Source: an optimization exercise on an open RTL-to-GDS flow (aim: small area). Production flows keep margins and buffers that such runs may drop.
Only simulation tests tie the RTL to the original design; equivalence was not proved.

==> inputs of run Y <==
==> flow/design.v <==
module top (
    input CLK,
    input RST,
    input IRDA,
    output DS_EN1, DS_EN2, DS_EN3, DS_EN4,
    output DS_A, DS_B, DS_C, DS_D, DS_E, DS_F, DS_G,
    output TXD
);
reg [11:0] dl;
reg [1:0] dj;
wire [11:0] dv = dl ^ 12'haaa;                  
wire dl_z = ~|dv[10:0];
wire dl_end = dv[11] & dl_z;
always @(posedge CLK) begin
    if (RST)
        dl <= 12'haaa;
    else
        dl <= {~dl[10:0], dv[11] ^ dv[5] ^ dv[3] ^ dv[0] ^ dl_z};
    if (RST)
        dj <= 2'b00;
    else if (dl_end)
        dj <= {dj[0], ~dj[1]};
end
assign DS_EN4 = ~(dj == 2'b00);
assign DS_EN3 = ~(dj == 2'b01);
assign DS_EN2 = ~(dj == 2'b11);
assign DS_EN1 = ~(dj == 2'b10);
assign {DS_A, DS_B, DS_C, DS_D, DS_E, DS_F, DS_G} = 7'b1111110;
reg ir_in, pulse;
always @(posedge CLK)
    if (RST) begin
        ir_in <= 1'b0;
        pulse <= 1'b0;
    end else begin
        ir_in <= ~IRDA;
        pulse <= ir_in;
    end
wire ir_edge = ir_in ^ pulse;
reg [5:0]  cr;
reg [14:0] cq;
wire cr_last = ~cr[5] & cr[4] & ~cr[1] & cr[0];
wire cr_25   = cr[4] & ~cr[3] & ~cr[1];
wire wrap = cr_25 &
            cq[14] & cq[12] & cq[8] & cq[7] & cq[6] &  
            cq[5] & cq[3] & cq[1] & cq[0];
wire cq_clr = RST | ir_edge | wrap;
wire cr_clr = cq_clr | cr_last;
always @(posedge CLK)
    if (cr_clr)
        cr <= 6'b101010;
    else
        cr <= {~cr[4:0], cr[5] ^ cr[0]};
always @(posedge CLK)
    if (cq_clr)
        cq <= 15'd0;
    else if (cr_last)
        cq <= cq + 15'd1;
reg [14:0] dur;
always @(posedge CLK)
    if (ir_edge)
        dur <= cq;
reg [3:0] b;
reg [3:0] c;
reg [2:0] char_cnt;
reg [6:0] data;
wire idle = ~b[3] & ~b[1] & b[0];
wire c_lo7 = c[2] & c[1] & c[0];
wire load = idle & c_lo7;                         
wire bit_end = c[3] & c[0];                       
wire start = idle & c[3];
wire msg = |char_cnt;
wire adv = load & msg;
wire [7:0] tx_bits = {1'b0, data};
assign TXD = b[3] ? tx_bits[b[2:0]] : ~b[1];
always @(posedge CLK) begin
    if (RST | bit_end | start)
        c[2:0] <= 3'd0;
    else
        c[2:0] <= c[2:0] + 3'd1;
    if (RST | bit_end | start)
        c[3] <= 1'b0;
    else
        c[3] <= c[3] | (c_lo7 & (~idle | msg));
end
always @(posedge CLK)
    if (RST)
        b <= 4'd1;
    else if (start)
        b <= 4'd7;
    else if (bit_end)
        b <= b + 4'd1;
always @(posedge CLK)
    if (RST)
        char_cnt <= 3'd0;
    else if (adv)
        char_cnt <= char_cnt + 3'd1;
    else if (ir_edge)
        char_cnt <= 3'd1;
wire [1:0] k = char_cnt[1:0];
wire [3:0] n = k == 2'd2 ? {1'b0, dur[14:12]} :
               k == 2'd3 ? dur[11:8] :
               k == 2'd0 ? dur[7:4] : dur[3:0];
wire ge10 = n[3] & (n[2] | n[1]);
wire hex = char_cnt[2] ^ char_cnt[1];             
wire sign = ~char_cnt[2];                          
wire cr6 = ~char_cnt[0];                           
wire [6:0] nd;
assign nd[6] = hex & ge10;
assign nd[5] = ~(char_cnt[2] & char_cnt[1]);
assign nd[4] = hex & ~ge10;
assign nd[3] = ~hex | (n[3] & ~ge10);
assign nd[2] = hex ? n[2] ^ (ge10 & ~n[1] & ~n[0]) : sign ? pulse : cr6;
assign nd[1] = hex ? n[1] ^ (ge10 & ~n[0]) : sign ? ~pulse : ~cr6;
assign nd[0] = hex ? n[0] ^ ge10 : sign | cr6;
always @(posedge CLK)
    if (load)
        data <= nd;
endmodule
==> flow/flow/run.sh <==
#!/bin/bash
# Own layout flow: the standard ORFS flow with two changes.
#  1. Synthesis: ORFS's synth.tcl without the extract_fa pass, and ABC run
#     with an area-oriented script (flow/abc.script) instead of the speed one.
#     Registers are mapped before ABC exactly as in the standard synthesis.
#  2. CTS: TritonCTS with clkbuf_4 only and no dummy loads.
# Every tool's output goes to a log file in this folder.
set -euo pipefail
W=$PWD
mkdir -p "$W/own"
sed -e '/^ *extract_fa /d' \
    -e 's|log_cmd abc {\*}\$abc_args|log_cmd abc {*}[lreplace $abc_args 1 1 $::env(OWN_ABC_SCRIPT)]|' \
    "$FLOW_HOME/scripts/synth.tcl" > "$W/own/synth_orfs.tcl"
grep -q 'OWN_ABC_SCRIPT' "$W/own/synth_orfs.tcl"
if grep -q '^ *extract_fa ' "$W/own/synth_orfs.tcl"; then exit 1; fi
export OWN_SYNTH_TCL="$W/own/synth_orfs.tcl"
export OWN_ABC_SCRIPT="$W/flow/abc.script"
make -C "$FLOW_HOME" DESIGN_CONFIG="$W/config.mk" WORK_HOME="$W/orfs" CLKGATE_MAP_FILE= \
    SYNTH_SCRIPT="$W/flow/synth.tcl" ABC_AREA=1 \
    CTS_ARGS="-sink_clustering_enable -repair_clock_nets -buf_list sky130_fd_sc_hd__clkbuf_4 -dont_use_dummy_load" \
    finish > "$W/make.log" 2>&1
R="$W/orfs/results/$FLOW_PLATFORM/top/base"
: # left out here: write the final layout as DEF
==> flow/flow/abc.script <==
strash
dc2
&get -n
&st
&dch -f
&nf -a -F 20 -A 20 -E 100
&put
==> flow/flow/synth.tcl <==
proc synth {args} { yosys synth -nofsm -noshare {*}$args }
source $::env(OWN_SYNTH_TCL)
# left out here: clear keep_hierarchy, flatten, clean up, hide names made inside functions, write 1_2_yosys.v
==> flow/standard.sh <==
#!/bin/bash
# synth_recipe.tcl (not shown) runs the flow's synth.tcl, then flattens the netlist and writes it again
# the make line also repeats each setting of config.mk as NAME=value (left out here)
make -C /OpenROAD-flow-scripts/flow DESIGN_CONFIG=/design/flow/config.mk WORK_HOME=/design/flow/orfs CLKGATE_MAP_FILE= SYNTH_SCRIPT=/design/flow/synth_recipe.tcl "${@:-finish}"
==> flow/config.mk <==
export PLATFORM = sky130hd
export DESIGN_NAME = top
export DESIGN_NICKNAME = top
export VERILOG_FILES = /design/flow/design.v
export SDC_FILE = /design/flow/constraint.sdc
export NUM_CORES = 4
export LEC_CHECK = 0
export CAP_MARGIN = 20
export CORE_MARGIN = 2
export CORE_UTILIZATION = 60
export PLACE_DENSITY = 0.75
export SLEW_MARGIN = 20
==> flow/constraint.sdc <==
create_clock -name core_clock -period 20.0 [get_ports {CLK}]
set_input_delay 4.0000 -clock core_clock [delete_from_list [all_inputs] [get_ports {CLK}]]
set_output_delay 4.0000 -clock core_clock [all_outputs]
set_load 0.01 [all_outputs]
==> run B (differences from run Y) <==
==> flow/design.v, changed modules only <==
module top (
    input CLK,
    input RST,
    input IRDA,
    output DS_EN1, DS_EN2, DS_EN3, DS_EN4,
    output DS_A, DS_B, DS_C, DS_D, DS_E, DS_F, DS_G,
    output TXD
);
reg [11:0] dl;
reg [1:0] dj;
wire [11:0] dv = dl ^ 12'haaa;                  
wire dl_z = ~|dv[10:0];
wire dl_end = dv[11] & dl_z;
always @(posedge CLK) begin
    if (RST)
        dl <= 12'haaa;
    else
        dl <= {~dl[10:0], dv[11] ^ dv[5] ^ dv[3] ^ dv[0] ^ dl_z};
    if (RST)
        dj <= 2'b00;
    else if (dl_end)
        dj <= {dj[0], ~dj[1]};
end
assign DS_EN4 = ~(dj == 2'b00);
assign DS_EN3 = ~(dj == 2'b01);
assign DS_EN2 = ~(dj == 2'b11);
assign DS_EN1 = ~(dj == 2'b10);
assign {DS_A, DS_B, DS_C, DS_D, DS_E, DS_F, DS_G} = 7'b1111110;
reg ir_in, pulse;
always @(posedge CLK)
    if (RST) begin
        ir_in <= 1'b0;
        pulse <= 1'b0;
    end else begin
        ir_in <= ~IRDA;
        pulse <= ir_in;
    end
wire ir_edge = ir_in ^ pulse;
reg [5:0]  cr;
reg [14:0] cq;
wire cr_last = ~cr[5] & cr[4] & ~cr[1] & cr[0];
wire cr_25   = cr[4] & ~cr[3] & ~cr[1];
wire wrap = cr_25 &
            cq[14] & cq[12] & cq[8] & cq[7] & cq[6] &  
            cq[5] & cq[3] & cq[1] & cq[0];
wire cq_clr = RST | ir_edge | wrap;
wire cr_clr = cq_clr | cr_last;
always @(posedge CLK)
    if (cr_clr)
        cr <= 6'b101010;
    else
        cr <= {~cr[4:0], cr[5] ^ cr[0]};
always @(posedge CLK)
    if (cq_clr)
        cq <= 15'd0;
    else if (cr_last)
        cq <= cq + 15'd1;
reg [14:0] dur;
always @(posedge CLK)
    if (ir_edge)
        dur <= cq;
reg [3:0] b;
reg [3:0] c;
reg [2:0] char_cnt;
reg [4:0] ch;
wire [6:0] data;
wire idle = ~b[3] & ~b[1] & b[0];
wire c_lo7 = c[2] & c[1] & c[0];
wire load = idle & c_lo7;                         
wire bit_end = c[3] & c[0];                       
wire start = idle & c[3];
wire msg = |char_cnt;
wire adv = load & msg;
wire [7:0] tx_bits = {1'b0, data};
assign TXD = b[3] ? tx_bits[b[2:0]] : ~b[1];
always @(posedge CLK) begin
    if (RST | bit_end | start)
        c[2:0] <= 3'd0;
    else
        c[2:0] <= c[2:0] + 3'd1;
    if (RST | bit_end | start)
        c[3] <= 1'b0;
    else
        c[3] <= c[3] | (c_lo7 & (~idle | msg));
end
always @(posedge CLK)
    if (RST)
        b <= 4'd1;
    else if (start)
        b <= 4'd7;
    else if (bit_end)
        b <= b + 4'd1;
always @(posedge CLK)
    if (RST)
        char_cnt <= 3'd0;
    else if (adv)
        char_cnt <= char_cnt + 3'd1;
    else if (ir_edge)
        char_cnt <= 3'd1;
wire [1:0] k = char_cnt[1:0];
wire [3:0] n = k == 2'd2 ? {1'b0, dur[14:12]} :
               k == 2'd3 ? dur[11:8] :
               k == 2'd0 ? dur[7:4] : dur[3:0];
wire hex = char_cnt[2] ^ char_cnt[1];             
wire sign = ~char_cnt[2];                          
wire [4:0] nch = hex ? {1'b1, n} : {3'b000, sign, sign ? pulse : ~char_cnt[0]};
always @(posedge CLK)
    if (load)
        ch <= nch;
wire ch_hex = ch[4];
wire [3:0] cn = ch[3:0];
wire ge10 = cn[3] & (cn[2] | cn[1]);
wire ch_sign = ch[1];
wire ch_v = ch[0];
assign data[6] = ch_hex & ge10;
assign data[5] = ch_hex | ch_sign;
assign data[4] = ch_hex & ~ge10;
assign data[3] = ~ch_hex | (cn[3] & ~ge10);
assign data[2] = ch_hex ? cn[2] ^ (ge10 & ~cn[1] & ~cn[0]) : ch_v;
assign data[1] = ch_hex ? cn[1] ^ (ge10 & ~cn[0]) : ~ch_v;
assign data[0] = ch_hex ? cn[0] ^ ge10 : ch_sign | ch_v;
endmodule
--- a/flow/flow/run.sh
+++ b/flow/flow/run.sh
@@ -6,2 +6,3 @@
 #  2. CTS: TritonCTS with clkbuf_4 only and no dummy loads.
+#  3. Port buffers are buf_1 (the smallest buffer) instead of the resizer's pick.
 # Every tool's output goes to a log file in this folder.
@@ -19,2 +20,3 @@
     SYNTH_SCRIPT="$W/flow/synth.tcl" ABC_AREA=1 \
+    BUFFER_PORTS_ARGS="-buffer_cell sky130_fd_sc_hd__buf_1" \
     CTS_ARGS="-sink_clustering_enable -repair_clock_nets -buf_list sky130_fd_sc_hd__clkbuf_4 -dont_use_dummy_load" \
==> key figures <==
Status
  – Outcome: complete, no violations

Routing
  – WL met1: 2.02 mm

Layout
  – Signal buffers: 10
  – Sequential share of cell area: a little under three fifths
  – Area delta synth->final: 5.56%

Timing
  – Final cycle utilization of the critical path: 31.0%
  – Relative slew slack: approximately 57%

Floorplanning
  – Chip height: 70.0 um

Place
  – GPL Wtd Cong: 0.794

Logic synthesis
  – Post-Synth Simple-Gate Area: 18.9%
[end of results for run B]
==> key figures <==
Routing
  – WL met1: 1.97 mm

Place
  – GPL Wtd Cong: between 0.7 and 0.8

Floorplanning
  – Chip height: 70.7 um

Status
  – Outcome: complete, no violations

Layout
  – Signal buffers: 8
  – Area delta synth->final: 6.84%

Timing
  – Final cycle utilization of the critical path: between 30% and 40%
[end of results for run Y]

==> port drivers added, routing unchanged <==
The results above use ideal ports. As a check the final layouts listed here were re-extracted and re-timed, cells and wires unchanged.
Step 1 sets driving cells, clkbuf_16 on the clock port and buf_2 on the other inputs (assumed; they add their load-dependent delay and slew).
Step 2, shift: input delay + t, output delay - t, t = (earliest + latest rising clock arrival at the registers) / 2. This alone moves slack from input paths to output paths.
a / b / c = ideal / step 1 / step 2; a / b = the first two.
run | t (ns) | setup slack, ns | latest minus earliest clock arrival (ns) | worst register clock-pin slew, ns | worst data-port slew with drivers (ns)
run Y | 0.425 | 13.975 / 13.951 / 14.116 | 0.036 / 0.036 | 0.12 / 0.12 | 0.03
run B | 0.401 | 13.809 / 13.787 / 14.188 | 0.011 / 0.012 | 0.09 / 0.09 | 0.03
After both steps setup and hold are still met in every run listed.
